Context: an optimization exercise on an open-source flow, tuned for small area. The choices shown serve that exercise and are no tape-out recipe.
Only simulation tests tie the RTL to the original design; equivalence was not proved.
Power is estimated from default activity; no workload was simulated.

===== design/flow/config.mk =====
export PLATFORM = sky130hd
export DESIGN_NAME = spi
export DESIGN_NICKNAME = spi
export VERILOG_FILES = /design/flow/design.v
export SDC_FILE = /design/flow/constraint.sdc
export NUM_CORES = 4
export LEC_CHECK = 0
export ABC_AREA = 1
export CAP_MARGIN = 20
export CORE_MARGIN = 2
export CORE_UTILIZATION = 40
export PLACE_DENSITY = 0.6
export SLEW_MARGIN = 20

===== design/flow/constraint.sdc =====
create_clock -name core_clock -period 8.0 [get_ports {pclk}]
set_input_delay 1.6000 -clock core_clock [delete_from_list [all_inputs] [get_ports {pclk}]]
set_output_delay 1.6000 -clock core_clock [all_outputs]
set_load 0.01 [all_outputs]

===== design/flow/design.v =====
module spi(pclk,presetn,paddr,pwrite,psel,penable,pwdata,miso,sclk,ss,spiintr_req,mosi,prdata,pready,pslverr);
input pclk,presetn,pwrite,psel,penable,miso;
input [2:0]paddr;
input [7:0]pwdata;
output reg ss,sclk,mosi;
output spiintr_req,pready,pslverr;
output [7:0]prdata;
reg st_act;             
reg st_en;              
reg md_wait, md_stop;   
reg [7:0] spicr1;
reg [4:0] spicr2;       
reg [6:0] spibr;        
reg [7:0] spidr;
reg [7:0] mosidata;
reg senddata;
reg spif_q, modf_q;     
reg receivedata;
wire lsbfe  = spicr1[0];
wire ssoe   = spicr1[1];
wire cpha   = spicr1[2];
wire cpol   = spicr1[3];
wire mstr   = spicr1[4];
wire sptie  = spicr1[5];
wire spe    = spicr1[6];
wire spie   = spicr1[7];
wire spiswai = spicr2[1];
wire modfen  = spicr2[4];
wire [2:0] sppr = spibr[6:4];
wire [2:0] spr  = spibr[2:0];
wire mode_ok = ~md_stop;
wire wrenb = st_en & pwrite;
wire rdenb = st_en & ~pwrite;
reg  [7:0] tempreg;
wire [7:0] misodata = receivedata ? tempreg : 8'h00;
wire cond = (spidr == pwdata) & (spidr != misodata) & mode_ok;
wire spif = |spidr;
wire modf = mstr & modfen & ~ss & ~ssoe;
reg [7:0] rd;
always @* begin
  case (paddr)
    3'd0: rd = spicr1;
    3'd1: rd = {3'b000, spicr2[4:3], 1'b0, spicr2[1:0]};
    3'd2: rd = {1'b0, spibr[6:4], 1'b0, spibr[2:0]};
    3'd3: rd = {spif_q, 1'b0, ~spif_q, modf_q, 4'b0000};
    default: rd = spidr;
  endcase
end
assign prdata = rdenb ? rd : 8'h00;
assign pready = st_en;
assign pslverr = st_en;
assign spiintr_req = (spie & (spif | modf)) | (sptie & ~spif);
always @(posedge pclk) begin
  if (~presetn) begin
    st_act <= 1'b0; st_en <= 1'b0;
    md_wait <= 1'b0; md_stop <= 1'b0;
    spicr1 <= 8'h04; spicr2 <= 5'h00; spibr <= 7'h00; spidr <= 8'h00;
    senddata <= 1'b0;
  end else begin
    st_act <= psel & (~penable | st_act);
    st_en  <= psel & penable & st_act;
    md_stop <= spiswai & (md_wait | md_stop);
    md_wait <= md_stop ? ~spiswai : (~spe & ~(md_wait & spiswai));
    if (wrenb & paddr == 3'd0) spicr1 <= pwdata;
    if (wrenb & paddr == 3'd1) spicr2 <= {pwdata[4:3], 1'b0, pwdata[1:0]};
    if (wrenb & paddr == 3'd2) spibr <= {pwdata[6:4], 1'b0, pwdata[2:0]};
    if (wrenb) begin
      if (paddr == 3'd5) spidr <= pwdata;
    end else if (cond) spidr <= 8'h00;
    else if (receivedata & mode_ok) spidr <= tempreg;
    if (~wrenb) senddata <= cond;
  end
end
always @(posedge pclk) begin
  spif_q <= spif;
  modf_q <= modf;
end
always @(posedge pclk)
  if (~wrenb & cond) mosidata <= spidr;
reg [9:0] K;
always @* begin
  case (spr)
    3'd0: K = {7'b0, sppr};
    3'd1: K = {6'b0, sppr, 1'b1};
    3'd2: K = {5'b0, sppr, 2'b11};
    3'd3: K = {4'b0, sppr, 3'b111};
    3'd4: K = {3'b0, sppr, 4'b1111};
    3'd5: K = {2'b0, sppr, 5'b11111};
    3'd6: K = {1'b0, sppr, 6'b111111};
    default: K = {sppr, 7'b1111111};
  endcase
end
reg [11:0] bcnt;
reg flaglow, flaghigh, flagslow, flagshigh;
wire beq  = (bcnt[11:1] == {1'b0, K});
wire hit1 = beq & bcnt[0];
wire hit2 = beq & ~bcnt[0];
wire brun = mode_ok & ~ss & ~spiswai;
wire tpol = cpol ^ cpha;
always @(posedge pclk) begin
  if (~presetn) begin
    bcnt <= 12'd0; sclk <= 1'b0;
    flaglow <= 1'b0; flaghigh <= 1'b0; flagslow <= 1'b0; flagshigh <= 1'b0;
  end else begin
    bcnt <= (brun & ~hit1) ? bcnt + 12'd1 : 12'd0;
    sclk <= brun & (sclk ^ hit1);
    if (~tpol) begin
      flaglow  <= ~sclk & hit1;
      flagslow <= sclk & hit2;
    end else begin
      flaghigh  <= sclk & hit1;
      flagshigh <= ~sclk & hit2;
    end
  end
end
reg [14:0] scnt;
wire sen = mstr & ~spiswai & mode_ok;
wire sle = (scnt[14:5] <= K);
wire seq = (scnt[14:5] == K) & (&scnt[4:0]);
wire slt = sle & ~seq;
always @(posedge pclk) begin
  if (~presetn) begin
    receivedata <= 1'b0; ss <= 1'b1;
  end else begin
    receivedata <= sen & ~senddata & (seq | (slt & receivedata));
    ss <= ~sen | (~senddata & ~sle);
  end
end
always @(posedge pclk)
  scnt <= (sen & ~senddata & slt) ? scnt + 15'd1 : 15'd0;
reg [7:0] shreg;
reg [2:0] c0, c1, c2, c3;
wire fA = tpol ? flagshigh : flagslow;
wire fB = tpol ? flaghigh : flaglow;
wire [2:0] ridx = lsbfe ? c2 : c3;
always @(posedge pclk) begin
  if (~presetn) begin
    mosi <= 1'b0; shreg <= 8'h00; tempreg <= 8'h00;
    c0 <= 3'd0; c1 <= 3'd0; c2 <= 3'd0; c3 <= 3'd0;
  end else begin
    if (senddata) shreg <= mosidata;
    if (lsbfe) begin
      c0 <= ss ? 3'd0 : c0 + {2'b0, fA};
      c2 <= ss ? 3'd0 : c2 + {2'b0, fB};
    end else begin
      c1 <= ss ? 3'd0 : c1 - {2'b0, fA};
      c3 <= ss ? 3'd0 : c3 - {2'b0, fB};
    end
    tempreg[ridx] <= ~ss & miso & fB;
    if (~ss & flagshigh & (~tpol | lsbfe)) mosi <= shreg[tpol ? c0 : c1];
  end
end
endmodule

===== design/flow/flow/run.sh =====
#!/bin/bash
set -o pipefail
bash standard.sh > standard.log 2>&1

===== design/flow/standard.sh =====
#!/bin/bash
# synth_recipe.tcl (not shown) runs the flow's synth.tcl, then flattens the netlist and writes it again
# the make line also repeats each setting of config.mk as NAME=value (left out here)
make -C /OpenROAD-flow-scripts/flow DESIGN_CONFIG=/design/flow/config.mk WORK_HOME=/design/flow/orfs CLKGATE_MAP_FILE= SYNTH_SCRIPT=/design/flow/synth_recipe.tcl "${@:-finish}"

==> impl_results.md, run 1 <==
* Result of the run: complete, no violations
* Mean post-synth cell area at 7.07 um^2
* Buf/Inv on CP at 2
* IO buf count at 30
* # diodes at 0
* Dpl hpwl at between 10000 and 15000 um
* TritonCTS clock tree: yes
* Clk pwr share at 0.464
* Synth-to-Final Area Change at 12.0%
* Post-synth EDFFs at 8
* CP Launch Type: primary input
* Fillers at around 1400
* # setup viols final at 0
* Core region area at 13900 um^2
* All-layer global routing usage at 0.193
* Power Dens Cells at 165 nW/um^2
* Slew headroom at 0.553
* Remaining DRCs at 0
* Worst path cell trace: clkdlybuf4s50_1 > nor2_1 > nand2_1 > o22ai_1 > a211oi_1 > a211oi_1 > clkdlybuf4s50_1
* Via density at between 4 and 5
* DIE HEIGHT at about 120 um
* Family with the most delay on the worst path: buffers and inverters
* CTS clock-pin slew for the worst setup and hold paths at 70 ps
* VDD IR max at slightly above 0.1 mV
* Root Buffer: clkbuf_16
* Worst hold path class: reg -> reg
* CTS H-tree lvls at 3
* Row Count at 43
* Cts hold-fix bufs at 0
* Post-CTS Repair Setup Buffers at 0
* P_leak at 2.61 nW
* Total CTS buffers at 9
* Sw Ratio at 0.221
* Synth cell count leaders: nand2_1 (145), nor2_1 (115), inv_1 (113)
* Worst EP required at 6400 ps
* FFs w/ async S/R, synth at 0
* Crit path kind: in -> out
* Total Routed Length at between 10000 and 15000 um
* Final cell count without fillers at approximately 1000
* CTS sink count at 104
* GR peak layer: met2
* Critical path arrival at approximately 3800 ps
* Clock tree buffer depth at 2
* Clock latency at the later pin of the worst-skew pair at 360 ps
* CP max-delay cell: clkdlybuf4s50_1
* Nets at about 860
* Dpl cells at between 900 and 1000
* Chip Width at 123 um
* Fin crit share at 0.672
* DR iter-0 viols at 342
* Final RePlAce weighted congestion at between 0.8 and 0.9
* Setup TNS Final at 0 ps
* Vias in the first global route at about 4600
* Tmin final at between 5000 and 6000 ps
* Met1 Resource Use GR at 0.266
* Final ANT Viol Nets at 0
* Logic gate share of total power at 0.033
* Main synth FF type: dfxtp_1
* Sequential share of the synthesized area at 0.381
* Worst slew pin tran at between 600 and 700 ps
* Area leader, netlist: dfxtp_1
* Die footprint at between 15000 and 20000 um^2
* Total gr overflow at 0
* Gate count of the mapped netlist at approximately 800
* Share of layout cells above drive strength 1 at 0.0448
* Post-synth cell types at 41
* Area contributors post-synth: dfxtp_1 (34%), nand2_1 (9.6%), nor2_1 (7.6%)
* Power share of the sequential group at 0.503
* Initial antenna violation count at 0
* Largest net degree at the start of global routing at 43
* Slew Viols, Final at 0
* CP Max Fanout at 11
* First-pass GRT wire length at 22900 um
* Num ports at 31
* Internal power at ~0.8 mW
* Synth Net Count at between 800 and 900
* Vias post-DR at ~5000
* RSZ-0062 raised after global routing: no
* Met3 usage at 0.0387
* Mapped cell area at ~5700 um^2
* Fmax at between 0.15 and 0.2 GHz
* Critical path's largest stage delay at between 600 and 700 ps
* Max_cap viols at 0
* WL/cell at roughly 14 um
* Initial Util at 0.409
* Pre-antenna DRT Iters at 5
* Most frequent cell after synthesis: nand2_1
* Met2 GRT Util at 0.310
* Yosys warns at 1
* Post-CTS resize count at 0
* Hold Vio Cnt, Final at 0
* Clock skew at just over 6 ps
* Area share of the largest cell type after synthesis at 0.338
* Crit end category: output port
* #FFs+latches synth at 104
* Switch Pwr at 0.232 mW
-- registers in the layout, indices dropped and copies added, names as in the netlist, 4 cells and up --
register,count
spidr,8
shreg,8
mosidata,8
spicr1,8
spicr2,4
spibr,6
tempreg,8
bcnt,12
scnt,15
-- layout make-up --
| class | count | area (um^2) | share of cell area |
|---|---|---|---|
| Clock buffer | 9 | 225 | 0.0354 |
| Tap cell | 180 | 225 | 0.0354 |
| Inverter | 117 | 439 | 0.0690 |
| Multi-Input combinational cell | 558 | 2910 | 0.457 |
| Clock inverter | 7 | 98.8 | 0.0155 |
| Timing Repair Buffer | 31 | 308 | 0.0484 |
| Sequential cell | 104 | 2160 | 0.340 |
-- metrics by stage --
step | power (mW) | utilization | setup slack, ps | hold WS [ps] | area, um^2
floorplan | 0.556 | - | 3930 | 403 | 5680
global placement | 0.574 | 0.435 | 2670 | 432 | 6040
detailed placement | 0.574 | 0.435 | 2670 | 432 | 6040
CTS | 1.06 | 0.458 | 2650 | 439 | 6360
global route | 1.08 | 0.458 | 2470 | 468 | 6360
finish | 1.05 | 0.458 | 2620 | 441 | 6360
-- cells by family (layout without fill, tap and decap cells) --
group           count (synthesis)  in the layout  share of synthesized area
simple gates                  365            365                      0.276
buf+inv                       142            164                      0.108
compound gates                140            140                      0.137
flops                         104            104                      0.381
xor+xnor                       27             27                     0.0416
fa+ha+maj                      26             26                     0.0573
-- routing by layer --
| metal | wire length [um] | share of wire | up-vias |
|---|---|---|---|
| li1 | - | - | 2645 |
| met1 | 6830 | 0.50 | 2247 |
| met2 | 6120 | 0.45 | 90 |
| met3 | 508 | 0.037 | 17 |
| met4 | 197 | 0.014 | 0 |
| met5 | 0 | 0 | - |
-- worst paths after layout --
check	start	to	slack [ps]	cells after the start
max	paddr[2]	prdata[0]	2620	7
min	spicr1[1]	modf_q	440	1
max reg2reg	spibr[1]	scnt[11]	5190	13
min reg2reg	spicr1[1]	modf_q	440	1
-- power groups by stage --
stage               clock (mW)  sequential [mW]  combinational [mW]
floorplan                    0            0.538              0.0178
global placement             0            0.539              0.0346
detailed placement           0            0.539              0.0347
CTS                      0.496            0.527              0.0348
global route             0.515            0.527              0.0390
finish                   0.486            0.527              0.0348
-- cells in the final DEF (no fill, tap or decap), drive strengths merged, types with 8 or more instances in the layout --
master and count:
clkdlybuf4s50 30, xor2 18, nand2 149, nand3 60, edfxtp 8, nor2 120
nand4 15, a21oi 50, dfxtp 96, ha 26, xnor2 9, o21ai 63
inv 119, nor3 14, clkbuf 9
==> inputs of run 2 (changes only) <==
--- a/design/flow/design.v
+++ b/design/flow/design.v
@@ -16,2 +16,3 @@
 reg senddata;
+reg jr;                 
 reg spif_q, modf_q;     
@@ -44,3 +45,3 @@
     3'd2: rd = {1'b0, spibr[6:4], 1'b0, spibr[2:0]};
-    3'd3: rd = {spif_q, 1'b0, ~spif_q, modf_q, 4'b0000};
+    3'd3: rd = {spif_q, 1'b0, ~jr & ~spif_q, modf_q, 4'b0000};
     default: rd = spidr;
@@ -57,3 +58,3 @@
     spicr1 <= 8'h04; spicr2 <= 5'h00; spibr <= 7'h00; spidr <= 8'h00;
-    senddata <= 1'b0;
+    senddata <= 1'b0; jr <= 1'b1; spif_q <= 1'b0; modf_q <= 1'b0;
   end else begin
@@ -71,7 +72,6 @@
     if (~wrenb) senddata <= cond;
+    jr <= 1'b0;
+    spif_q <= spif;
+    modf_q <= modf;
   end
-end
-always @(posedge pclk) begin
-  spif_q <= spif;
-  modf_q <= modf;
 end
@@ -79,15 +79,3 @@
   if (~wrenb & cond) mosidata <= spidr;
-reg [9:0] K;
-always @* begin
-  case (spr)
-    3'd0: K = {7'b0, sppr};
-    3'd1: K = {6'b0, sppr, 1'b1};
-    3'd2: K = {5'b0, sppr, 2'b11};
-    3'd3: K = {4'b0, sppr, 3'b111};
-    3'd4: K = {3'b0, sppr, 4'b1111};
-    3'd5: K = {2'b0, sppr, 5'b11111};
-    3'd6: K = {1'b0, sppr, 6'b111111};
-    default: K = {sppr, 7'b1111111};
-  endcase
-end
+wire [9:0] K = ({7'b0, sppr} << spr) | ((10'd1 << spr) - 10'd1);
 reg [11:0] bcnt;
@@ -117,4 +105,4 @@
 wire sen = mstr & ~spiswai & mode_ok;
-wire sle = (scnt[14:5] <= K);
-wire seq = (scnt[14:5] == K) & (&scnt[4:0]);
+wire sle = ~jr & (scnt[14:5] <= K);
+wire seq = ~jr & (scnt[14:5] == K) & (&scnt[4:0]);
 wire slt = sle & ~seq;
@@ -122,3 +110,3 @@
   if (~presetn) begin
-    receivedata <= 1'b0; ss <= 1'b1;
+    receivedata <= 1'b0; ss <= 1'b1; scnt <= 15'd0;
   end else begin
@@ -126,6 +114,5 @@
     ss <= ~sen | (~senddata & ~sle);
+    scnt <= (sen & ~senddata & slt) ? scnt + 15'd1 : 15'd0;
   end
 end
-always @(posedge pclk)
-  scnt <= (sen & ~senddata & slt) ? scnt + 15'd1 : 15'd0;
 reg [7:0] shreg;
==> design/flow/run.sh (new file) <==
#!/bin/bash
# synth_recipe.tcl (not shown) runs the flow's synth.tcl, then flattens the netlist and writes it again
# the make line also repeats each setting of config.mk as NAME=value (left out here)
make -C /OpenROAD-flow-scripts/flow DESIGN_CONFIG=/design/flow/config.mk WORK_HOME=/design/flow/orfs CLKGATE_MAP_FILE= SYNTH_SCRIPT=/design/flow/synth_recipe.tcl finish
removed: design/flow/flow/run.sh
removed: design/flow/standard.sh
==> run 2 against run 1 <==
Combinational power increased by 3%. Critical path type unchanged. Wire length increased by 5.9%. Largest power group unchanged. Highest routed layer unchanged. Sequential power increased by 0.9%. Final area decreased by 1.5%. First-iteration DRC count decreased by 7.9%.
==> impl_results.md, run 2 <==
* Worst slew pin tran at 814 ps (was 665 ps)
* Root Buffer: clkbuf_16 (unchanged)
* Power Dens Cells at 160 nW/um^2 (was 165 nW/um^2)
* CTS clock-pin slew for the worst setup and hold paths at 70 ps (about the same)
* Main synth FF type: dfxtp_1 (unchanged)
* # setup viols final at 0 (unchanged)
* Share of layout cells above drive strength 1 at 0.0496 (was 0.0448)
* Critical path's largest stage delay at 600 ps (was 610 ps)
* Dpl cells at 971 (was 990)
* Hold endpoint: st_en (was modf_q)
* RR Endpoint: scnt[14] (was scnt[11])
* TritonCTS clock tree: yes (unchanged)
* Mean post-synth cell area at 7.12 um^2 (was 7.07 um^2)
* Largest net degree at the start of global routing at 41 (was 43)
* Area share of fa/ha/maj cells after synthesis at 0.0583 (was 0.0573)
* Largest regs: scnt x15, bcnt x12 (unchanged)
* Worst Setup SP: paddr[2] (unchanged)
* CP Launch Type: primary input (unchanged)
* Post-synth EDFFs at 8 (unchanged)
* Clock skew at 8.59 ps (was 6.09 ps)
* Yosys warns at 1 (unchanged)
* Largest family of logic cells by synthesized area: simple AND/OR/NAND/NOR gates (unchanged)
* Area contributors post-synth: dfxtp_1 (35%), nand2_1 (11%), nor2_1 (7.1%) (was dfxtp_1 (34%), nand2_1 (9.6%), nor2_1 (7.6%))
* RSZ-0062 raised after global routing: no (unchanged)
* Crit end category: output port (unchanged)
* Hold depth at 2 (was 1)
* DR iter-0 viols at 315 (was 342)
* Total gr overflow at 0 (unchanged)
* Reg-to-reg slack, setup at 5230 ps (was 5190 ps)
* Synth cell count leaders: nand2_1 (161), nor2_1 (105), inv_1 (100) (was nand2_1 (145), nor2_1 (115), inv_1 (113))
* Vias in the first global route at 4599 (was 4617)
* DIE HEIGHT at 122 um (was 123 um)
* Mapped cell area at 5580 um^2 (was 5680 um^2)
* Fmax at 0.184 GHz (was 0.186 GHz)
* CTS sink count at 105 (was 104)
* Post-CTS resize count at 0 (unchanged)
* Initial antenna violation count at 0 (unchanged)
* Most frequent cell after synthesis: nand2_1 (unchanged)
* Family with the most delay on the worst path: buffers and inverters (unchanged)
* CTS H-tree lvls at 3 (unchanged)
* Fin crit share at 0.678 (was 0.672)
* Num ports at 31 (unchanged)
* Clock latency at the later pin of the worst-skew pair at 350 ps (was 360 ps)
* All-layer global routing usage at 0.204 (was 0.193)
* IO buf count at 30 (unchanged)
* Tmin final at 5420 ps (was 5380 ps)
* Post-synthesis mux area share at 0 (unchanged)
* FFs w/ async S/R, synth at 0 (unchanged)
* Nets at 845 (was 864)
* Buf/Inv on CP at 2 (unchanged)
* Total CTS buffers at 9 (unchanged)
* Worst hold path class: reg -> reg (unchanged)
* Power consumption at 1.00 mW (was 1.05 mW)
* Vias post-DR at 4984 (was 4999)
* Core region area at 13800 um^2 (was 13900 um^2)
* XOR/XNOR Fraction of Synth Area at 0.0359 (was 0.0416)
* CP Max Fanout at 11 (unchanged)
* Row Count at 43 (unchanged)
* Hold Vio Cnt, Final at 0 (unchanged)
* P_leak at 2.61 nW (about the same)
* Slew Viols, Final at 0 (unchanged)
* WL/cell at 14.6 um (was 13.6 um)
* Clock tree buffer depth at 2 (unchanged)
* Simple-gate share of the synthesized area at 0.289 (was 0.276)
* Dpl hpwl at 11000 um (was 10100 um)
* Die footprint at 14900 um^2 (was 15200 um^2)
* Via density at 5.05 (was 4.97)
* Slew headroom at 0.457 (was 0.553)
* Worst path cell trace: clkdlybuf4s50_1 > nor2_1 > nand2_1 > o22ai_1 > a211oi_1 > a211oi_1 > clkdlybuf4s50_1 (unchanged)
* #FFs+latches synth at 105 (was 104)
* Total Routed Length at 14500 um (was 13700 um)
* Gate count of the mapped netlist at 783 (was 804)
* Post-CTS Repair Setup Buffers at 0 (unchanged)
* Top reg by flops: scnt (unchanged)
* Max_cap viols at 0 (unchanged)
* Utilization after layout at 0.455 (was 0.458)
* Critical path arrival at 3820 ps (was 3780 ps)
* Pre-antenna DRT Iters at 5 (unchanged)
* Compound-Gate Fraction of Synth Area at 0.131 (was 0.137)
* Final cell count without fillers at 987 (was 1006)
* R2r worst-path depth at 15 (was 13)
* Commonest non-fill, non-tap cell in the layout: nand2_1 (unchanged)
* Worst EP required at 6400 ps (about the same)
* Area leader, netlist: dfxtp_1 (unchanged)
* Reg-to-reg startpoint: spibr[1] (unchanged)
* Chip Width at 122 um (was 123 um)
* Result of the run: complete, no violations (unchanged)
* Synth Net Count at 826 (was 847)
* Max reg flops at 15 (unchanged)
* Setup TNS Final at 0 ps (unchanged)
* Remaining DRCs at 0 (unchanged)
* Synth-to-Final Area Change at 12.5% (was 12.0%)
* Post-synth cell types at 40 (was 41)
* Cts hold-fix bufs at 0 (unchanged)
* VDD IR max at 0.106 mV (was 0.103 mV)
* Hold_sp: st_act (was spicr1[1])
* Final ANT Viol Nets at 0 (unchanged)
* # diodes at 0 (unchanged)
* Crit path kind: in -> out (unchanged)
* Area share of the largest cell type after synthesis at 0.348 (was 0.338)
* Initial Util at 0.405 (was 0.409)
* Final RePlAce weighted congestion at 0.854 (was 0.831)
* First-pass GRT wire length at 23500 um (was 22900 um)
* CP max-delay cell: clkdlybuf4s50_1 (unchanged)
* Sequential share of the synthesized area at 0.391 (was 0.381)
* Most frequent cells in the layout: nand2_1 (161), nor2_1 (105), inv_1 (100) (was nand2_1 (145), nor2_1 (115), inv_1 (113))
[run 2: cell types whose count changed in the layout (fill, tap and decap cells not counted), sizes merged, moves of 3 or more]
cell / delta
nand4: +4
xnor2: -3
nor2: -10
nand3: -7
o21ai: -15
inv: -13
nand2: +17
a31oi: +3
[run 2: worst max-delay path by stage]
stage                      to  slack (ps)  cells past startpoint
global route        prdata[0]        2380                      7
global placement    prdata[4]        2600                      7
finish              prdata[0]        2580                      7
floorplan           prdata[0]        3970                      5
CTS                 prdata[4]        2580                      7
detailed placement  prdata[4]        2590                      7
[run 2: report_power, final]
part / switching [mW] / internal (mW) / leakage, nW
sequential: 0.00181 / 0.530 / 0.874
combinational: 0.0220 / 0.0138 / 1.59
clock: 0.194 / 0.243 / 0.143
total: 0.217 / 0.787 / 2.61
[run 2: worst register-to-register path: stages (launching register included)]
cell     delay (ps)
dfxtp_1         530
inv_1           170
nand3_1         130
nand2_1         100
nand2_1         100
nand2_1          80
ha_1            300
nand2_1          40
nor2_1          150
nand4_1         100
inv_1            80
nand3_1         110
nor2_1          170
nor2_1           60
nand2_1         390
nor2_1          110
[run 2: cell families after synthesis]
kind of cell               Yosys count
DFF                                105
AOI/OAI and AO/OA                  129
adders and majority gates           26
buffers and inverters              129
xor gates and xnor gates            22
and+or+nand+nor                    372
[run 2: routing by layer]
metal	part of all wire	wire, um	track usage
met1	0.51	7320	0.290
met2	0.43	6210	0.314
met3	0.048	689	0.0323
met4	0.016	236	0.0682
met5	0	0	0
[run 2: stage by stage]
| step | instance area (um^2) | hold slack, ps | setup WS [ps] |
|---|---|---|---|
| after floorplan | 5580 | 403 | 3970 |
| after global placement | 5980 | 426 | 2600 |
| after detailed placement | 5980 | 427 | 2590 |
| after CTS | 6270 | 439 | 2580 |
| after global routing | 6270 | 467 | 2380 |
| final | 6270 | 440 | 2580 |
[run 2: layout make-up]
| type | count | area (um^2) |
|---|---|---|
| Sequential cell | 105 | 2180 |
| Tap cell | 180 | 225 |
| Multi-Input combinational cell | 549 | 2870 |
| Clock buffer | 11 | 233 |
| Fill cell | 1444 | 7500 |
| Inverter | 106 | 398 |
| Timing Repair Buffer | 31 | 308 |
| Clock inverter | 5 | 57.6 |
==> inputs of run 3 (changes only) <==
--- a/design/flow/design.v
+++ b/design/flow/design.v
@@ -16,3 +16,2 @@
 reg senddata;
-reg jr;                 
 reg spif_q, modf_q;     
@@ -45,3 +44,3 @@
     3'd2: rd = {1'b0, spibr[6:4], 1'b0, spibr[2:0]};
-    3'd3: rd = {spif_q, 1'b0, ~jr & ~spif_q, modf_q, 4'b0000};
+    3'd3: rd = {spif_q, 1'b0, ~spif_q, modf_q, 4'b0000};
     default: rd = spidr;
@@ -58,3 +57,3 @@
     spicr1 <= 8'h04; spicr2 <= 5'h00; spibr <= 7'h00; spidr <= 8'h00;
-    senddata <= 1'b0; jr <= 1'b1; spif_q <= 1'b0; modf_q <= 1'b0;
+    senddata <= 1'b0;
   end else begin
@@ -72,6 +71,7 @@
     if (~wrenb) senddata <= cond;
-    jr <= 1'b0;
-    spif_q <= spif;
-    modf_q <= modf;
   end
+end
+always @(posedge pclk) begin
+  spif_q <= spif;
+  modf_q <= modf;
 end
@@ -79,3 +79,15 @@
   if (~wrenb & cond) mosidata <= spidr;
-wire [9:0] K = ({7'b0, sppr} << spr) | ((10'd1 << spr) - 10'd1);
+reg [9:0] K;
+always @* begin
+  case (spr)
+    3'd0: K = {7'b0, sppr};
+    3'd1: K = {6'b0, sppr, 1'b1};
+    3'd2: K = {5'b0, sppr, 2'b11};
+    3'd3: K = {4'b0, sppr, 3'b111};
+    3'd4: K = {3'b0, sppr, 4'b1111};
+    3'd5: K = {2'b0, sppr, 5'b11111};
+    3'd6: K = {1'b0, sppr, 6'b111111};
+    default: K = {sppr, 7'b1111111};
+  endcase
+end
 reg [11:0] bcnt;
@@ -105,4 +117,4 @@
 wire sen = mstr & ~spiswai & mode_ok;
-wire sle = ~jr & (scnt[14:5] <= K);
-wire seq = ~jr & (scnt[14:5] == K) & (&scnt[4:0]);
+wire sle = (scnt[14:5] <= K);
+wire seq = (scnt[14:5] == K) & (&scnt[4:0]);
 wire slt = sle & ~seq;
@@ -110,3 +122,3 @@
   if (~presetn) begin
-    receivedata <= 1'b0; ss <= 1'b1; scnt <= 15'd0;
+    receivedata <= 1'b0; ss <= 1'b1;
   end else begin
@@ -114,5 +126,6 @@
     ss <= ~sen | (~senddata & ~sle);
-    scnt <= (sen & ~senddata & slt) ? scnt + 15'd1 : 15'd0;
   end
 end
+always @(posedge pclk)
+  scnt <= (sen & ~senddata & slt) ? scnt + 15'd1 : 15'd0;
 reg [7:0] shreg;
==> design/flow/flow/run.sh (new file) <==
#!/bin/bash
# Standard synthesis, then a stronger area re-mapping of the combinational logic
# (flip-flops kept as the standard synthesis made them), then the standard layout.
set -euo pipefail
HERE=$(pwd)
R=$HERE/orfs/results/sky130hd/spi/base
LIB=$FLOW_HOME/platforms/sky130hd/lib/sky130_fd_sc_hd__tt_025C_1v80.lib
YOSYS=$(command -v yosys || echo /OpenROAD-flow-scripts/tools/install/yosys/bin/yosys)

export BUFFER_PORTS_ARGS="-buffer_cell sky130_fd_sc_hd__buf_1"
bash standard.sh synth > synth.log 2>&1
cp $R/1_2_yosys.v $HERE/std_synth.v

cat > $HERE/reopt.ys <<EOS
read_liberty -ignore_miss_func $LIB
read_verilog $HERE/std_synth.v
hierarchy -top $FLOW_TOP
blackbox sky130_fd_sc_hd__df* sky130_fd_sc_hd__edf* sky130_fd_sc_hd__sdf* sky130_fd_sc_hd__dl*
flatten
opt -purge
abc -liberty $LIB -dont_use sky130_fd_sc_hd__probe_p_8 -dont_use sky130_fd_sc_hd__probec_p_8 -dont_use sky130_fd_sc_hd__lpflow_* -script $HERE/flow/strong.abc
setundef -zero
splitnets
opt_clean -purge
hilomap -singleton -hicell sky130_fd_sc_hd__conb_1 HI -locell sky130_fd_sc_hd__conb_1 LO
insbuf -buf sky130_fd_sc_hd__buf_4 A X
write_verilog -noattr -nohex -nodec $HERE/reopt.v
EOS
cat > $HERE/reopt_check.ys <<EOS
read_liberty -lib $LIB
read_verilog $HERE/reopt.v
hierarchy -top $FLOW_TOP
check -assert
stat -liberty $LIB
EOS
if $YOSYS -l $HERE/reopt.log -q $HERE/reopt.ys > /dev/null 2>&1 && \
   $YOSYS -l $HERE/reopt_check.log -q $HERE/reopt_check.ys > /dev/null 2>&1; then
  cp $HERE/reopt.v $R/1_2_yosys.v
  rm -f $R/1_synth.odb
fi
bash standard.sh > standard.log 2>&1
==> design/flow/flow/strong.abc (new file) <==
strash
&get -n
&deepsyn -T 60
&put
dch -f
map -a
mfs2
strash
dch -f
map -a
mfs2
strash
&get -n
&st
&dch
&nf -p -R 1000
&put
topo
dnsize -c
==> design/flow/standard.sh (new file) <==
#!/bin/bash
# synth_recipe.tcl (not shown) runs the flow's synth.tcl, then flattens the netlist and writes it again
# the make line also repeats each setting of config.mk as NAME=value (left out here)
make -C /OpenROAD-flow-scripts/flow DESIGN_CONFIG=/design/flow/config.mk WORK_HOME=/design/flow/orfs CLKGATE_MAP_FILE= SYNTH_SCRIPT=/design/flow/synth_recipe.tcl "${@:-finish}"
--- a/design/flow/config.mk
+++ b/design/flow/config.mk
@@ -10,4 +10,5 @@
 export CORE_MARGIN = 2
-export CORE_UTILIZATION = 40
-export PLACE_DENSITY = 0.6
+export CORE_UTILIZATION = 60
+export CTS_BUF_LIST = sky130_fd_sc_hd__clkbuf_2 sky130_fd_sc_hd__clkbuf_4 sky130_fd_sc_hd__clkbuf_8
+export PLACE_DENSITY = 0.7
 export SLEW_MARGIN = 20
removed: design/flow/run.sh
==> run 3 against run 2 <==
Still clean. Combinational power decreased by about 30%. Clock skew about the same. Final area shrank 21%. Core utilization up 22 points. Worst hold slack better by 2.8 ps. Synthesized cell count down 37%. Register-to-register slack lost 340 ps. Maximum frequency up 25%. Wire length fell by 27%. First-iteration DRC count shrank 3.2%. Sequential cell count decreased by 1. Critical path type unchanged. Critical endpoint is now prdata[4]. Largest cell class unchanged. Highest routed layer unchanged.
==> impl_results.md, run 3 <==
* Result of the run: complete, no violations (unchanged)
* Setup TNS Final at 0 ps (unchanged)
* VDD IR max at 0.134 mV (was 0.106 mV)
* Power Dens Cells at 177 nW/um^2 (was 160 nW/um^2)
* CP Launch Type: primary input (unchanged)
* Die footprint at 8200 um^2 (was 14900 um^2)
* Clock latency at the later pin of the worst-skew pair at 360 ps (was 350 ps)
* Clk pwr share at 0.370 (was 0.435)
* Total CTS buffers at 9 (unchanged)
* TritonCTS clock tree: yes (unchanged)
* Worst hold path class: reg -> reg (unchanged)
* Commonest non-fill, non-tap cell in the layout: dfxtp_1 (was nand2_1)
* Tmin final at 4340 ps (was 5420 ps)
* Yosys warns at 1 (unchanged)
* Max_cap viols at 0 (unchanged)
* Synth-to-Final Area Change at 9.80% (was 12.5%)
* # diodes at 0 (unchanged)
* Mapped cell area at 4490 um^2 (was 5580 um^2)
* Final cell count without fillers at 640 (was 987)
* Critical path arrival at 2740 ps (was 3820 ps)
* Fin crit share at 0.542 (was 0.678)
* Slew headroom at 0.284 (was 0.457)
* Mean post-synth cell area at 9.06 um^2 (was 7.12 um^2)
* Post-CTS resize count at 0 (unchanged)
* Crit end category: output port (unchanged)
* Root Buffer: clkbuf_8 (was clkbuf_16)
* Total gr overflow at 0 (unchanged)
* Pre-antenna DRT Iters at 6 (was 5)
* Dpl cells at 626 (was 971)
* RSZ-0062 raised after global routing: no (unchanged)
* Critical path's largest stage delay at 430 ps (was 600 ps)
* CP Max Fanout at 8 (was 11)
* Remaining DRCs at 0 (unchanged)
* Initial antenna violation count at 0 (unchanged)
* CTS clock-pin slew for the worst setup and hold paths at 90 ps (was 70 ps)
* Switch Pwr at 0.180 mW (was 0.217 mW)
* Pre-CTS setup slack at 3680 ps (was 2590 ps)
* Power share of the sequential group at 0.602 (was 0.530)
* All-layer global routing usage at 0.270 (was 0.204)
* Post-CTS Repair Setup Buffers at 0 (unchanged)
* Sw Ratio at 0.206 (was 0.216)
* Slew Viols, Final at 0 (unchanged)
* Num ports at 31 (unchanged)
* Fmax at 0.231 GHz (was 0.184 GHz)
* Worst EP required at 6400 ps (about the same)
* Top reg by flops: scnt (unchanged)
* Hold Vio Cnt, Final at 0 (unchanged)
* Worst slew pin tran at 1070 ps (was 814 ps)
* First-pass GRT wire length at 17800 um (was 23500 um)
* Synth Net Count at 513 (was 826)
* CTS sink count at 104 (was 105)
* Chip Width at 90.5 um (was 122 um)
* Final ANT Viol Nets at 0 (unchanged)
* IO buf count at 30 (unchanged)
* Cts hold-fix bufs at 0 (unchanged)
* CP max-delay cell: nor4_1 (was clkdlybuf4s50_1)
* DR iter-0 viols at 305 (was 315)
* Share of layout cells above drive strength 1 at 0.0314 (was 0.0496)
* Vias in the first global route at 3615 (was 4599)
* Crit path kind: in -> out (unchanged)
* Initial Util at 0.619 (was 0.405)
* Gate count of the mapped netlist at 496 (was 783)
* Vias post-DR at 3982 (was 4984)
* Worst path cell trace: buf_1 > nor2_1 > nand2_1 > nor4_1 > a21o_1 > buf_1 (was clkdlybuf4s50_1 > nor2_1 > nand2_1 > o22ai_1 > a211oi_1 > a211oi_1 > clkdlybuf4s50_1)
* Clock skew at 8.14 ps (was 8.59 ps)
* Total Routed Length at 10600 um (was 14500 um)
* Worst setup margin at 3660 ps (was 2580 ps)
* P_leak at 1.66 nW (was 2.61 nW)
* Row Count at 31 (was 43)
* CTS H-tree lvls at 3 (unchanged)
* WL/cell at 16.6 um (was 14.6 um)
* Largest regs: scnt x15, bcnt x12 (unchanged)
* Clock tree buffer depth at 2 (unchanged)
* Internal power at 0.692 mW (was 0.787 mW)
* Nets at 555 (was 845)
* Via density at 6.22 (was 5.05)
* Largest net degree at the start of global routing at 37 (was 41)
* Most used cell, CP: buf_1
* Hold_ws at 443 ps (was 440 ps)
* # setup viols final at 0 (unchanged)
* Dpl hpwl at 7700 um (was 11000 um)
* DIE HEIGHT at 90.5 um (was 122 um)
* Core region area at 7250 um^2 (was 13800 um^2)
* Logic gate share of total power at 0.029 (was 0.036)
* Max reg flops at 15 (unchanged)
* Final RePlAce weighted congestion at 0.920 (was 0.854)
* Power consumption at 0.872 mW (was 1.00 mW)
* Most frequent cells in the layout: dfxtp_1 (96), nand2_1 (53), nor2_1 (46) (was nand2_1 (161), nor2_1 (105), inv_1 (100))
## run 3: changes by cell type in the layout (fill, tap and decap cells not counted), sizes merged, moves of 22 or more
cell	previous run	this run
nand3	53	13
clkinv	4	26
clkdlybuf4s50	30	0
a21oi	50	22
nand2	166	53
nor2	110	46
ha	26	0
a22o	0	27
inv	106	0
buf	1	32
## run 3: critical path: cells and delay by family
family | cells | cell delay [ps]
AO/OA/AOI/OAI | 1 | 130
AND/OR/NAND/NOR | 3 | 720
buffers and inverters | 2 | 290
## run 3: path summary, 6_finish.rpt
check	to	start	slack, ps	depth (start not counted)
min	st_en	st_act	440	2
max	prdata[4]	paddr[2]	3660	6
max reg2reg	bcnt[6]	spibr[0]	4890	9
min reg2reg	st_en	st_act	440	2
## run 3: power groups by stage
stage / Combinational (mW) / Sequential [mW] / Clock [mW]
floorplan: 0.0113 / 0.537 / 0
global placement: 0.0237 / 0.537 / 0
detailed placement: 0.0243 / 0.537 / 0
CTS: 0.0243 / 0.525 / 0.328
global route: 0.0271 / 0.525 / 0.349
finish: 0.0249 / 0.525 / 0.322
## run 3: final cells by class
class,instances,area [um^2]
multi-input combinational,365,2230
clock buffer,13,160
clock inverter,1,30.0
timing repair buffer,32,128
tap,99,124
fill,609,2320
inverter,26,97.6
sequential,104,2160
## run 3: layer usage
metal  share of wire  global-route usage  vias to the layer above
li1                -                   -                     1930
met1            0.45               0.377                     1876
met2            0.46               0.416                      153
met3           0.066              0.0492                       23
met4           0.018               0.105                        0
met5               0                   0                        -
## run 3: through the flow
| step | utilization | instance area, um^2 |
|---|---|---|
| final | 0.680 | 4930 |
| after global routing | 0.680 | 4930 |
| after detailed placement | 0.654 | 4740 |
| after floorplan | - | 4490 |
| after global placement | 0.653 | 4740 |
| after CTS | 0.680 | 4930 |
==> inputs of run 4 (changes only) <==
--- a/design/flow/flow/run.sh
+++ b/design/flow/flow/run.sh
@@ -9,2 +9,3 @@
 
+if [[ -f $HERE/flow/cts_args ]]; then export CTS_ARGS="$(cat $HERE/flow/cts_args)"; fi
 export BUFFER_PORTS_ARGS="-buffer_cell sky130_fd_sc_hd__buf_1"
==> design/flow/flow/cts_args (new file) <==
-sink_clustering_enable -repair_clock_nets -dont_use_dummy_load -buf_list {sky130_fd_sc_hd__clkbuf_8} -root_buf sky130_fd_sc_hd__clkbuf_8 -sink_clustering_size 26
--- a/design/flow/config.mk
+++ b/design/flow/config.mk
@@ -11,3 +11,2 @@
 export CORE_UTILIZATION = 60
-export CTS_BUF_LIST = sky130_fd_sc_hd__clkbuf_2 sky130_fd_sc_hd__clkbuf_4 sky130_fd_sc_hd__clkbuf_8
 export PLACE_DENSITY = 0.7
==> run 4 against run 3 <==
Sequential cell count stayed put. Setup slack worse by 13 ps. Die area stayed put. Clock skew is 5.7 ps higher. Final area is 1.3% lower. Sequential share of layout area is 0.60 points higher. Synthesized cell count stayed put. Maximum frequency is 0.29% lower. Combinational power hardly changed. Largest cell class unchanged. Cell count is 0.78% lower. Synthesized area stayed put. Core utilization is 0.91 points lower.
==> impl_results.md, run 4 <==
* Dpl cells at 626 (unchanged)
* Synth-to-Final Area Change at 8.33% (was 9.80%)
* VDD IR max at 0.127 mV (was 0.134 mV)
* Power Dens Cells at 165 nW/um^2 (was 177 nW/um^2)
* CTS H-tree lvls at 3 (unchanged)
* Clock latency at the later pin of the worst-skew pair at 360 ps (about the same)
* Top Metal Used: met4 (unchanged)
* CP Max Fanout at 9 (was 8)
* Total gr overflow at 0 (unchanged)
* Total Routed Length at 10500 um (was 10600 um)
* Yosys warns at 1 (unchanged)
* Critical path's largest stage delay at 370 ps (was 430 ps)
* RSZ-0062 raised after global routing: no (unchanged)
* Crit path kind: in -> out (unchanged)
* Max reg flops at 15 (unchanged)
* Vias post-DR at 3934 (was 3982)
* Fmax at 0.230 GHz (was 0.231 GHz)
* Worst EP required at 6400 ps (about the same)
* Buf/Inv on CP at 2 (unchanged)
* WL/cell at 16.5 um (was 16.6 um)
* Nets at 555 (unchanged)
* Synth Net Count at 513 (unchanged)
* Clock tree buffer depth at 2 (unchanged)
* Tmin final at 4350 ps (was 4340 ps)
* Routed wl met2 at 4820 um (was 4930 um)
* Final ANT Viol Nets at 0 (unchanged)
* Slew Viols, Final at 0 (unchanged)
* Row Count at 31 (unchanged)
* Worst slew pin tran at 1070 ps (about the same)
* P_leak at 1.63 nW (was 1.66 nW)
* Hold Vio Cnt, Final at 0 (unchanged)
* Worst path cell trace: buf_1 > nor2_1 > a22o_1 > a21oi_1 > o21ai_0 > buf_1 (was buf_1 > nor2_1 > nand2_1 > nor4_1 > a21o_1 > buf_1)
* Hold_ws at 441 ps (was 443 ps)
* Metal3 WL at 757 um (was 695 um)
* Chip Width at 90.5 um (unchanged)
* Initial antenna violation count at 0 (unchanged)
* Length of routed wiring on met1 at 4720 um (was 4790 um)
* Via density at 6.20 (was 6.22)
* Largest net degree at the start of global routing at 37 (unchanged)
* Gate count of the mapped netlist at 496 (unchanged)
* Die footprint at 8200 um^2 (unchanged)
* # diodes at 0 (unchanged)
* Mean post-synth cell area at 9.06 um^2 (unchanged)
* Vias in the first global route at 3578 (was 3615)
* Total CTS buffers at 9 (unchanged)
* Post-CTS Repair Setup Buffers at 0 (unchanged)
* Max_cap viols at 0 (unchanged)
* DR iter-0 viols at 295 (was 305)
* Num ports at 31 (unchanged)
* Initial Util at 0.619 (unchanged)
* Utilization after layout at 0.671 (was 0.680)
* Remaining DRCs at 0 (unchanged)
* Critical path arrival at 2750 ps (was 2740 ps)
* Dpl hpwl at 7700 um (unchanged)
* Post-CTS resize count at 0 (unchanged)
* First-pass GRT wire length at 17700 um (was 17800 um)
* TritonCTS clock tree: yes (unchanged)
* CP max-delay cell: nor2_1 (was nor4_1)
* CTS sink count at 104 (unchanged)
* Slew headroom at 0.282 (was 0.284)
* Most frequent cells in the layout: dfxtp_1 (96), nand2_1 (53), nor2_1 (46) (unchanged)
* IO buf count at 30 (unchanged)
* All-layer global routing usage at 0.267 (was 0.270)
* Setup TNS Final at 0 ps (unchanged)
* Fin crit share at 0.544 (was 0.542)
* CTS clock-pin slew for the worst setup and hold paths at 80 ps (was 90 ps)
* Pre-antenna DRT Iters at 6 (unchanged)
* Cts hold-fix bufs at 0 (unchanged)
* CP Launch Type: primary input (unchanged)
* Final RePlAce weighted congestion at 0.920 (unchanged)
* Largest regs: scnt x15, bcnt x12 (unchanged)
* Top reg by flops: scnt (unchanged)
* Crit end category: output port (unchanged)
* Result of the run: complete, no violations (unchanged)
* Worst hold path class: reg -> reg (unchanged)
* Final cell count without fillers at 635 (was 640)
* Clock skew at 13.9 ps (was 8.14 ps)
* Family with the most delay on the worst path: compound AO/OA/AOI/OAI gates (was simple AND/OR/NAND/NOR gates)
* Share of layout cells above drive strength 1 at 0.0224 (was 0.0314)
* Commonest non-fill, non-tap cell in the layout: dfxtp_1 (unchanged)
* Core region area at 7250 um^2 (unchanged)
* Most used cell, CP: buf_1 (unchanged)
* Mapped cell area at 4490 um^2 (unchanged)
* Root Buffer: clkbuf_8 (unchanged)
* # setup viols final at 0 (unchanged)
* DIE HEIGHT at 90.5 um (unchanged)
[run 4: cell count changes in the layout (fill, tap and decap cells not counted), sizes merged]
cell,delta
clkbuf,-4
bufinv,-1
[run 4: cell type report]
class	instances	area, um^2
multi-input combinational	365	2230
timing repair buffer	32	128
inverter	26	97.6
sequential	104	2160
tap	99	124
clock buffer	9	124
fill	614	2390
[run 4: worst register-to-register path, delay by kind of cell, from the launching register on]
kind	cells	cell delay, ps
and+or+nand+nor	5	1170
AOI/OAI and AO/OA	3	890
DFF	1	530
muxes	1	400
[run 4: final timing paths]
path	from	to	depth (start not counted)	slack, ps
max	paddr[0]	prdata[1]	6	3650
min	st_act	st_en	2	440
max reg2reg	spibr[0]	bcnt[10]	9	4870
min reg2reg	st_act	st_en	2	440
[run 4: layer usage]
metal,GRT usage,vias up
met2,0.412,159
met4,0.103,0
met5,0,-
met3,0.0476,19
li1,-,1926
met1,0.375,1830
[run 4: stage by stage]
stage | cell area (um^2) | total power, mW | worst slack [ps]
5_1_grt | 4870 | 0.832 | 3560
3_3_place_gp | 4740 | 0.560 | 3730
6_report | 4870 | 0.803 | 3650
4_1_cts | 4870 | 0.808 | 3680
2_1_floorplan | 4490 | 0.548 | 4020
3_5_place_dp | 4740 | 0.561 | 3680
[run 4: power breakdown]
group	total, mW	switching [mW]	internal (mW)
sequential	0.525	0.000849	0.524
combinational	0.0250	0.0175	0.00745
clock	0.254	0.152	0.101
total	0.803	0.171	0.632
==> inputs of run 5 (changes only) <==
--- a/design/flow/flow/run.sh
+++ b/design/flow/flow/run.sh
@@ -9,4 +9,2 @@
 
-if [[ -f $HERE/flow/cts_args ]]; then export CTS_ARGS="$(cat $HERE/flow/cts_args)"; fi
-export BUFFER_PORTS_ARGS="-buffer_cell sky130_fd_sc_hd__buf_1"
 bash standard.sh synth > synth.log 2>&1
==> design/flow/flow/strong.abc (replaced) <==
strash
dch
map -a
strash
dch -f
map -a
mfs2
strash
&get -n
&st
&dch
&nf -R 1000
&put
topo
dnsize -c
--- a/design/flow/config.mk
+++ b/design/flow/config.mk
@@ -10,4 +10,4 @@
 export CORE_MARGIN = 2
-export CORE_UTILIZATION = 60
-export PLACE_DENSITY = 0.7
+export CORE_UTILIZATION = 40
+export PLACE_DENSITY = 0.6
 export SLEW_MARGIN = 20
removed: design/flow/flow/cts_args
==> run 5 against run 4 <==
Clock power is 64% higher. Setup slack worse by 1400 ps. Synthesized cell count is 12% higher. Clock skew is 5.8 ps lower. Sequential power is 2% higher. Largest power group unchanged.
==> impl_results.md, run 5 <==
* Final ANT Viol Nets at 0 (unchanged)
* Die footprint at 12700 um^2 (was 8200 um^2)
* Power share of the sequential group at 0.538 (was 0.653)
* Via density at 5.78 (was 6.20)
* Post-CTS Repair Setup Buffers at 0 (unchanged)
* Fmax at 0.174 GHz (was 0.230 GHz)
* Worst slew pin tran at 908 ps (was 1070 ps)
* Max_cap viols at 0 (unchanged)
* Hold_sp: st_act (unchanged)
* Crit path kind: in -> out (unchanged)
* Final instance area at 5490 um^2 (was 4870 um^2)
* Critical path arrival at 4160 ps (was 2750 ps)
* Vias in the first global route at 4003 (was 3578)
* Core region area at 11500 um^2 (was 7250 um^2)
* Internal power at 0.760 mW (was 0.632 mW)
* CP Max Fanout at 15 (was 9)
* DP Area at 5210 um^2 (was 4740 um^2)
* Tmin final at 5760 ps (was 4350 ps)
* Synth Net Count at 571 (was 513)
* Slew Viols, Final at 0 (unchanged)
* Worst EP required at 6400 ps (about the same)
* Num ports at 31 (unchanged)
* Critical path's largest stage delay at 850 ps (was 370 ps)
* Crit end category: output port (unchanged)
* All-layer global routing usage at 0.191 (was 0.267)
* Clock skew at 8.09 ps (was 13.9 ps)
* Chip Width at 113 um (was 90.5 um)
* Most frequent cells in the layout: dfxtp_1 (96), nor2_1 (67), nand2_1 (53) (was dfxtp_1 (96), nand2_1 (53), nor2_1 (46))
* Fin crit share at 0.720 (was 0.544)
* Switch Pwr at 0.231 mW (was 0.171 mW)
* Storage element area at 2160 um^2 (unchanged)
* CTS H-tree lvls at 3 (unchanged)
* Worst setup margin at 2240 ps (was 3650 ps)
* Hold Vio Cnt, Final at 0 (unchanged)
* Largest net degree at the start of global routing at 42 (was 37)
* Mean post-synth cell area at 8.51 um^2 (was 9.06 um^2)
* CP max-delay cell: nor3b_1 (was nor2_1)
* Clock latency at the later pin of the worst-skew pair at 350 ps (was 360 ps)
* DIE HEIGHT at 113 um (was 90.5 um)
* Commonest non-fill, non-tap cell in the layout: dfxtp_1 (unchanged)
* Final RePlAce weighted congestion at 0.929 (was 0.920)
* # setup viols final at 0 (unchanged)
* Worst path cell trace: clkdlybuf4s50_1 > nor3b_1 > a22o_1 > a211oi_1 > a211oi_1 > clkdlybuf4s50_1 (was buf_1 > nor2_1 > a22o_1 > a21oi_1 > o21ai_0 > buf_1)
* Share of layout cells above drive strength 1 at 0.0316 (was 0.0224)
* CP Launch Type: primary input (unchanged)
* Power Dens Cells at 181 nW/um^2 (was 165 nW/um^2)
* VDD IR max at 0.156 mV (was 0.127 mV)
* IO buf count at 30 (unchanged)
* Pre-antenna DRT Iters at 5 (was 6)
* Gate count of the mapped netlist at 554 (was 496)
* Cts hold-fix bufs at 0 (unchanged)
* Initial antenna violation count at 0 (unchanged)
* Slew headroom at 0.393 (was 0.282)
* Remaining DRCs at 0 (unchanged)
* Largest regs: scnt x15, bcnt x12 (unchanged)
* CTS sink count at 104 (unchanged)
* Hold endpoint: st_en (unchanged)
* RSZ-0062 raised after global routing: no (unchanged)
* Reg-to-reg slack, setup at 4790 ps (was 4870 ps)
* Clock tree buffer depth at 2 (unchanged)
* Hold depth at 2 (unchanged)
* TritonCTS clock tree: yes (unchanged)
* CTS clock-pin slew for the worst setup and hold paths at 70 ps (was 80 ps)
* DR iter-0 viols at 266 (was 295)
* Setup TNS Final at 0 ps (unchanged)
* Hold_ws at 433 ps (was 441 ps)
* P_leak at 1.93 nW (was 1.63 nW)
* Clk pwr share at 0.419 (was 0.316)
* Initial Util at 0.411 (was 0.619)
* Area of the multi-input gates at 2440 um^2 (was 2230 um^2)
* Pre-CTS setup slack at 2290 ps (was 3680 ps)
* Root Buffer: clkbuf_16 (was clkbuf_8)
* Worst hold path class: reg -> reg (unchanged)
* Total Routed Length at 12000 um (was 10500 um)
* Row Count at 39 (was 31)
* Logic gate share of total power at 0.043 (was 0.031)
* # diodes at 0 (unchanged)
* Max reg flops at 15 (unchanged)
* Vias post-DR at 4307 (was 3934)
* Post-CTS resize count at 0 (unchanged)
* WL/cell at 16.1 um (was 16.5 um)
* RR Endpoint: scnt[13] (was bcnt[10])
* R2r worst-path depth at 12 (was 9)
* Synth-to-Final Area Change at 16.4% (was 8.33%)
* First-pass GRT wire length at 19600 um (was 17700 um)
* Yosys warns at 1 (unchanged)
* Total gr overflow at 0 (unchanged)
* Dpl hpwl at 8670 um (was 7700 um)
* Result of the run: complete, no violations (unchanged)
* Fillers at 1123 (was 614)
* Utilization after layout at 0.479 (was 0.671)
* Total CTS buffers at 9 (unchanged)
* Reg-to-reg startpoint: spibr[0] (unchanged)
* Nets at 614 (was 555)
* Sw Ratio at 0.233 (was 0.213)
* Top reg by flops: scnt (unchanged)
* Mapped cell area at 4720 um^2 (was 4490 um^2)
-- run 5: worst max-delay path: cells and delay by family --
family,cells,cell delay [ps]
buffers and inverters,2,1220
AOI/OAI and AO/OA,3,490
and+or+nand+nor,1,850
-- run 5: worst max-delay path by stage --
| stage | from | to | slack [ps] | cells past startpoint |
|---|---|---|---|---|
| floorplan | paddr[2] | prdata[0] | 3660 | 4 |
| global placement | paddr[2] | prdata[0] | 2410 | 6 |
| detailed placement | paddr[2] | prdata[0] | 2290 | 6 |
| CTS | paddr[2] | prdata[0] | 2290 | 6 |
| global route | paddr[2] | prdata[0] | 2080 | 6 |
| finish | paddr[2] | prdata[0] | 2240 | 6 |
-- run 5: power groups by stage --
| stage | Clock, mW | Combinational [mW] | Sequential [mW] |
|---|---|---|---|
| 6_report | 0.416 | 0.0430 | 0.533 |
| 5_1_grt | 0.448 | 0.0472 | 0.534 |
| 4_1_cts | 0.427 | 0.0427 | 0.533 |
| 3_5_place_dp | 0 | 0.0424 | 0.545 |
| 3_3_place_gp | 0 | 0.0412 | 0.545 |
| 2_1_floorplan | 0 | 0.0207 | 0.543 |
-- run 5: cell type report --
| type | count | share of cell area |
|---|---|---|
| clock inverter | 6 | 0.00889 |
| multi-input combinational | 421 | 0.445 |
| clock buffer | 10 | 0.0417 |
| inverter | 28 | 0.0191 |
| sequential | 104 | 0.394 |
| tap | 143 | 0.0326 |
| timing repair buffer | 33 | 0.0588 |
-- run 5: per-stage QoR --
step / cells / total power [mW]
final: 745 / 0.991
after floorplan: 554 / 0.564
after global routing: 745 / 1.03
after detailed placement: 729 / 0.587
after CTS: 745 / 1.00
after global placement: 729 / 0.586
-- run 5: layer usage --
metal,part of all wire,track usage
met5,0,0
met4,0.025,0.0813
met3,0.058,0.0475
met2,0.47,0.301
met1,0.45,0.249
==> inputs of run 6 (changes only) <==
--- a/design/flow/design.v
+++ b/design/flow/design.v
@@ -134,3 +134,7 @@
 wire fB = tpol ? flaghigh : flaglow;
-wire [2:0] ridx = lsbfe ? c2 : c3;
+wire [2:0] cA = lsbfe ? c0 : ~c1;
+wire [2:0] cB = lsbfe ? c2 : ~c3;
+wire [2:0] sumA = cA + {2'b0, fA};
+wire [2:0] sumB = cB + {2'b0, fB};
+wire [2:0] ridx = cB ^ {3{~lsbfe}};
 always @(posedge pclk) begin
@@ -142,7 +146,7 @@
     if (lsbfe) begin
-      c0 <= ss ? 3'd0 : c0 + {2'b0, fA};
-      c2 <= ss ? 3'd0 : c2 + {2'b0, fB};
+      c0 <= ss ? 3'd0 : sumA;
+      c2 <= ss ? 3'd0 : sumB;
     end else begin
-      c1 <= ss ? 3'd0 : c1 - {2'b0, fA};
-      c3 <= ss ? 3'd0 : c3 - {2'b0, fB};
+      c1 <= ss ? 3'd0 : ~sumA;
+      c3 <= ss ? 3'd0 : ~sumB;
     end
==> design/flow/flow/run.sh (replaced) <==
#!/bin/bash
# Standard synthesis; then the combinational logic is re-mapped for area with a few
# ABC scripts (flip-flops kept exactly as the standard synthesis made them) and the
# smallest result is kept; then the standard layout from that netlist.
set -euo pipefail
HERE=$(pwd)
R=$HERE/orfs/results/sky130hd/spi/base
LIB=$FLOW_HOME/platforms/sky130hd/lib/sky130_fd_sc_hd__tt_025C_1v80.lib
YOSYS=$(command -v yosys || echo /OpenROAD-flow-scripts/tools/install/yosys/bin/yosys)

# clock tree: no dummy loads, clkbuf_8 only; port buffers: smallest buffer
if [[ -f $HERE/flow/cts_args ]]; then export CTS_ARGS="$(cat $HERE/flow/cts_args)"; fi
export BUFFER_PORTS_ARGS="-buffer_cell sky130_fd_sc_hd__buf_1"

bash standard.sh synth > synth.log 2>&1
cp $R/1_2_yosys.v $HERE/std_synth.v

reopt() {
  local n=$1
  cat > $HERE/reopt_$n.ys <<EOS
read_liberty -ignore_miss_func $LIB
read_verilog $HERE/std_synth.v
hierarchy -top $FLOW_TOP
blackbox sky130_fd_sc_hd__df* sky130_fd_sc_hd__edf* sky130_fd_sc_hd__sdf* sky130_fd_sc_hd__dl*
flatten
opt -purge
abc -liberty $LIB -dont_use sky130_fd_sc_hd__probe_p_8 -dont_use sky130_fd_sc_hd__probec_p_8 -dont_use sky130_fd_sc_hd__lpflow_* -script $HERE/flow/abc$n.script
setundef -zero
splitnets
opt_clean -purge
hilomap -singleton -hicell sky130_fd_sc_hd__conb_1 HI -locell sky130_fd_sc_hd__conb_1 LO
insbuf -buf sky130_fd_sc_hd__buf_1 A X
write_verilog -noattr -nohex -nodec $HERE/reopt_$n.v
EOS
  cat > $HERE/reopt_check_$n.ys <<EOS
read_liberty -lib $LIB
read_verilog $HERE/reopt_$n.v
hierarchy -top $FLOW_TOP
check -assert
stat -liberty $LIB
EOS
  $YOSYS -l $HERE/reopt_$n.log -q $HERE/reopt_$n.ys > /dev/null 2>&1 && \
  $YOSYS -l $HERE/reopt_check_$n.log -q $HERE/reopt_check_$n.ys > /dev/null 2>&1
}
for n in 1 2 3 4; do reopt $n & done
wait || true
best=""; besta=""
for n in 1 2 3 4; do
  a=$(grep -s "Chip area" $HERE/reopt_check_$n.log | tail -1 | awk '{print $NF}') || true
  if grep -qs "Found and reported 0 problems" $HERE/reopt_check_$n.log && [[ -n "$a" ]]; then
    if [[ -z "$best" ]] || awk "BEGIN{exit !($a < $besta)}"; then best=$n; besta=$a; fi
  fi
done
echo "reopt areas:" > $HERE/reopt_choice.log
grep -s "Chip area" $HERE/reopt_check_*.log >> $HERE/reopt_choice.log || true
echo "chosen: ${best:-standard}" >> $HERE/reopt_choice.log
if [[ -n "$best" ]]; then
  cp $HERE/reopt_$best.v $R/1_2_yosys.v
  rm -f $R/1_synth.odb
fi
bash standard.sh > standard.log 2>&1
==> design/flow/flow/abc1.script (new file) <==
strash
&get -n
&deepsyn -J 100 -S 1
&put
dch -f
map -a
mfs2
strash
dch -f
map -a
mfs2
strash
&get -n
&st
&dch
&nf -p -R 1000
&put
topo
dnsize -c
==> design/flow/flow/abc2.script (new file) <==
strash
&get -n
&deepsyn -J 100 -S 2
&put
dch -f
map -a
mfs2
strash
dch -f
map -a
mfs2
strash
&get -n
&st
&dch
&nf -p -R 1000
&put
topo
dnsize -c
==> design/flow/flow/abc3.script (new file) <==
strash
&get -n
&deepsyn -J 100 -S 3
&put
dch -f
map -a
mfs2
strash
dch -f
map -a
mfs2
strash
&get -n
&st
&dch
&nf -p -R 1000
&put
topo
dnsize -c
==> design/flow/flow/abc4.script (new file) <==
strash
dch
map -a
strash
dch -f
map -a
mfs2
strash
&get -n
&st
&dch
&nf -R 1000
&put
topo
dnsize -c
==> design/flow/flow/cts_args (new file) <==
-sink_clustering_enable -repair_clock_nets -dont_use_dummy_load -buf_list {sky130_fd_sc_hd__clkbuf_8} -root_buf sky130_fd_sc_hd__clkbuf_8 -sink_clustering_size 26
--- a/design/flow/config.mk
+++ b/design/flow/config.mk
@@ -10,4 +10,4 @@
 export CORE_MARGIN = 2
-export CORE_UTILIZATION = 40
-export PLACE_DENSITY = 0.6
+export CORE_UTILIZATION = 60
+export PLACE_DENSITY = 0.7
 export SLEW_MARGIN = 20
removed: design/flow/flow/strong.abc
==> run 6 against run 5 <==
Still clean. Register-to-register slack better by 70 ps. Non-clock buffer count stayed put. First-iteration DRC count is 28% higher. Final area is 12% lower. Wire length is 6.2% lower. Via count is 8.0% lower. Critical path depth stayed put. Sequential power is 2% lower. Worst hold slack better by 2.3 ps. Setup slack better by 1400 ps. Core utilization is 19 points higher. Synthesized cell count is 9.9% lower. Critical endpoint is now prdata[1].
==> impl_results.md, run 6 <==
* Fillers at 579 (was 1123)
* Storage element area at 2160 um^2 (unchanged)
* Vias in the first global route at 3670 (was 4003)
* Worst hold path class: reg -> reg (unchanged)
* Met1 Resource Use GR at 0.394 (was 0.249)
* CTS H-tree lvls at 3 (unchanged)
* Setup TNS Final at 0 ps (unchanged)
* Top reg by flops: scnt (unchanged)
* Area of the multi-input gates at 2200 um^2 (was 2440 um^2)
* Hold_sp: st_act (unchanged)
* DIE HEIGHT at 90.3 um (was 113 um)
* Core region area at 7210 um^2 (was 11500 um^2)
* Reg-to-reg startpoint: spidr[4] (was spibr[0])
* Post-CTS Repair Setup Buffers at 0 (unchanged)
* Post-CTS resize count at 0 (unchanged)
* GR peak layer: met2 (unchanged)
* Hold endpoint: st_en (unchanged)
* Met2 GRT Util at 0.447 (was 0.301)
* All-layer global routing usage at 0.286 (was 0.191)
* Hold depth at 2 (unchanged)
* Remaining DRCs at 0 (unchanged)
* Die footprint at 8150 um^2 (was 12700 um^2)
* Nets at 559 (was 614)
* Max_cap viols at 0 (unchanged)
* First-pass GRT wire length at 18500 um (was 19600 um)
* Final RePlAce weighted congestion at 1.00 (was 0.929)
* Mapped cell area at 4470 um^2 (was 4720 um^2)
* Clock skew at 21.1 ps (was 8.09 ps)
* Cts hold-fix bufs at 0 (unchanged)
* Clock latency at the later pin of the worst-skew pair at 360 ps (was 350 ps)
* # setup viols final at 0 (unchanged)
* Total CTS buffers at 9 (unchanged)
* Crit end category: output port (unchanged)
* TritonCTS clock tree: yes (unchanged)
* Critical path arrival at 2770 ps (was 4160 ps)
* Tmin final at 4370 ps (was 5760 ps)
* Commonest non-fill, non-tap cell in the layout: dfxtp_1 (unchanged)
* Yosys warns at 1 (unchanged)
* RR Endpoint: spidr[5] (was scnt[13])
* Most frequent cells in the layout: dfxtp_1 (96), nor2_1 (56), nand2_1 (38) (was dfxtp_1 (96), nor2_1 (67), nand2_1 (53))
* Worst EP required at 6400 ps (about the same)
* Share of layout cells above drive strength 1 at 0.0241 (was 0.0316)
* CTS clock-pin slew for the worst setup and hold paths at 90 ps (was 70 ps)
* Fin crit share at 0.546 (was 0.720)
* Clock tree buffer depth at 2 (unchanged)
* Vias post-DR at 3961 (was 4307)
* CTS sink count at 104 (unchanged)
* Dpl hpwl at 8300 um (was 8670 um)
* Row Count at 31 (was 39)
* DP Area at 4720 um^2 (was 5210 um^2)
* CP Max Fanout at 9 (was 15)
* Hold_ws at 435 ps (was 433 ps)
* Pre-antenna DRT Iters at 5 (unchanged)
* Worst slew pin tran at 890 ps (was 908 ps)
* Initial antenna violation count at 0 (unchanged)
* Fmax at 0.229 GHz (was 0.174 GHz)
* R2r worst-path depth at 10 (was 12)
* Total gr overflow at 0 (unchanged)
* Num ports at 31 (unchanged)
* Hold Vio Cnt, Final at 0 (unchanged)
* IO buf count at 30 (unchanged)
* Reg-to-reg slack, setup at 4860 ps (was 4790 ps)
* DR iter-0 viols at 340 (was 266)
* P_leak at 1.61 nW (was 1.93 nW)
* Largest net degree at the start of global routing at 23 (was 42)
* Via density at 6.20 (was 5.78)
* Final instance area at 4850 um^2 (was 5490 um^2)
* WL/cell at 17.6 um (was 16.1 um)
* RSZ-0062 raised after global routing: no (unchanged)
* Synth-to-Final Area Change at 8.62% (was 16.4%)
* Root Buffer: clkbuf_8 (was clkbuf_16)
* Max reg flops at 15 (unchanged)
* Met3 usage at 0.0843 (was 0.0475)
* Slew headroom at 0.402 (was 0.393)
* Initial Util at 0.619 (was 0.411)
* Total Routed Length at 11300 um (was 12000 um)
* Power Dens Cells at 166 nW/um^2 (was 181 nW/um^2)
* Synth Net Count at 516 (was 571)
* Final ANT Viol Nets at 0 (unchanged)
* Mean post-synth cell area at 8.96 um^2 (was 8.51 um^2)
* Result of the run: complete, no violations (unchanged)
* Gate count of the mapped netlist at 499 (was 554)
* # diodes at 0 (unchanged)
* Largest regs: scnt x15, bcnt x12 (unchanged)
* CP Launch Type: primary input (unchanged)
* Chip Width at 90.3 um (was 113 um)
* Crit path kind: in -> out (unchanged)
* Slew Viols, Final at 0 (unchanged)
* VDD IR max at 0.122 mV (was 0.156 mV)
run 6: per-stage QoR:
step	std cells	setup WS [ps]	power (mW)	util
floorplan	499	4030	0.547	-
global placement	629	3700	0.561	0.654
detailed placement	630	3660	0.561	0.655
CTS	639	3660	0.808	0.672
global route	639	3490	0.836	0.673
finish	639	3630	0.808	0.673
run 6: metal layers:
layer	routed length, um	vias up
li1	-	1942
met1	4950	1874
met2	5340	129
met3	817	16
met4	148	0
met5	0	-
run 6: report_power, final:
group | internal [mW] | switching, mW | total (mW)
sequential | 0.524 | 0.000937 | 0.525
combinational | 0.00698 | 0.0184 | 0.0254
clock | 0.101 | 0.156 | 0.258
total | 0.632 | 0.175 | 0.808
run 6: critical path: stages:
cell     delay [ps]
buf_1           260
nor2b_1         350
a22o_1          180
a21oi_1          40
o21ai_0         170
buf_1           170
run 6: cell type report:
class,instances,share of cell area
clock buffer,9,0.0255
inverter,28,0.0216
multi-input combinational,366,0.454
sequential,104,0.445
tap,99,0.0255
timing repair buffer,33,0.0278
run 6: how the worst max path moves through the flow:
stage               depth (start not counted)        end     start  slack [ps]
floorplan                                   4  prdata[0]  paddr[1]        4030
CTS                                         6  prdata[1]  paddr[1]        3660
detailed placement                          6  prdata[1]  paddr[1]        3660
global placement                            6  prdata[1]  paddr[1]        3700
finish                                      6  prdata[1]  paddr[1]        3630
global route                                6  prdata[1]  paddr[0]        3490

==> what the ideal ports hide <==
Ports are ideal in the flow. The routed layouts listed here were re-timed in OpenROAD. Step 1, drivers: a clkbuf_16 drives pclk and a buf_2 each remaining input, both assumed. Step 2 times the ports against the registers' clock, not the clock port: input delays grow and output delays shrink by t, the midpoint of the rising clock arrivals with the driver on. Slacks: no drivers / after step 1 / after step 2; pairs: no drivers / after step 1.
run | t (ns) | setup WS [ns] | slew at the worst register clock pin (ns)
run 1 | 0.395 | 2.623 / 2.601 / 2.601 | 0.07 / 0.07
run 2 | 0.390 | 2.580 / 2.557 / 2.557 | 0.07 / 0.07
run 3 | 0.385 | 3.664 / 3.645 / 3.645 | 0.09 / 0.09
run 4 | 0.381 | 3.651 / 3.631 / 3.631 | 0.09 / 0.09
run 5 | 0.388 | 2.239 / 2.216 / 2.216 | 0.07 / 0.07
run 6 | 0.382 | 3.633 / 3.607 / 3.607 | 0.09 / 0.09
After both steps every run listed still meets setup and hold. The setup slack of run 6, which loses most, moves by -0.026 ns with the drivers and by -0.026 ns with both steps.
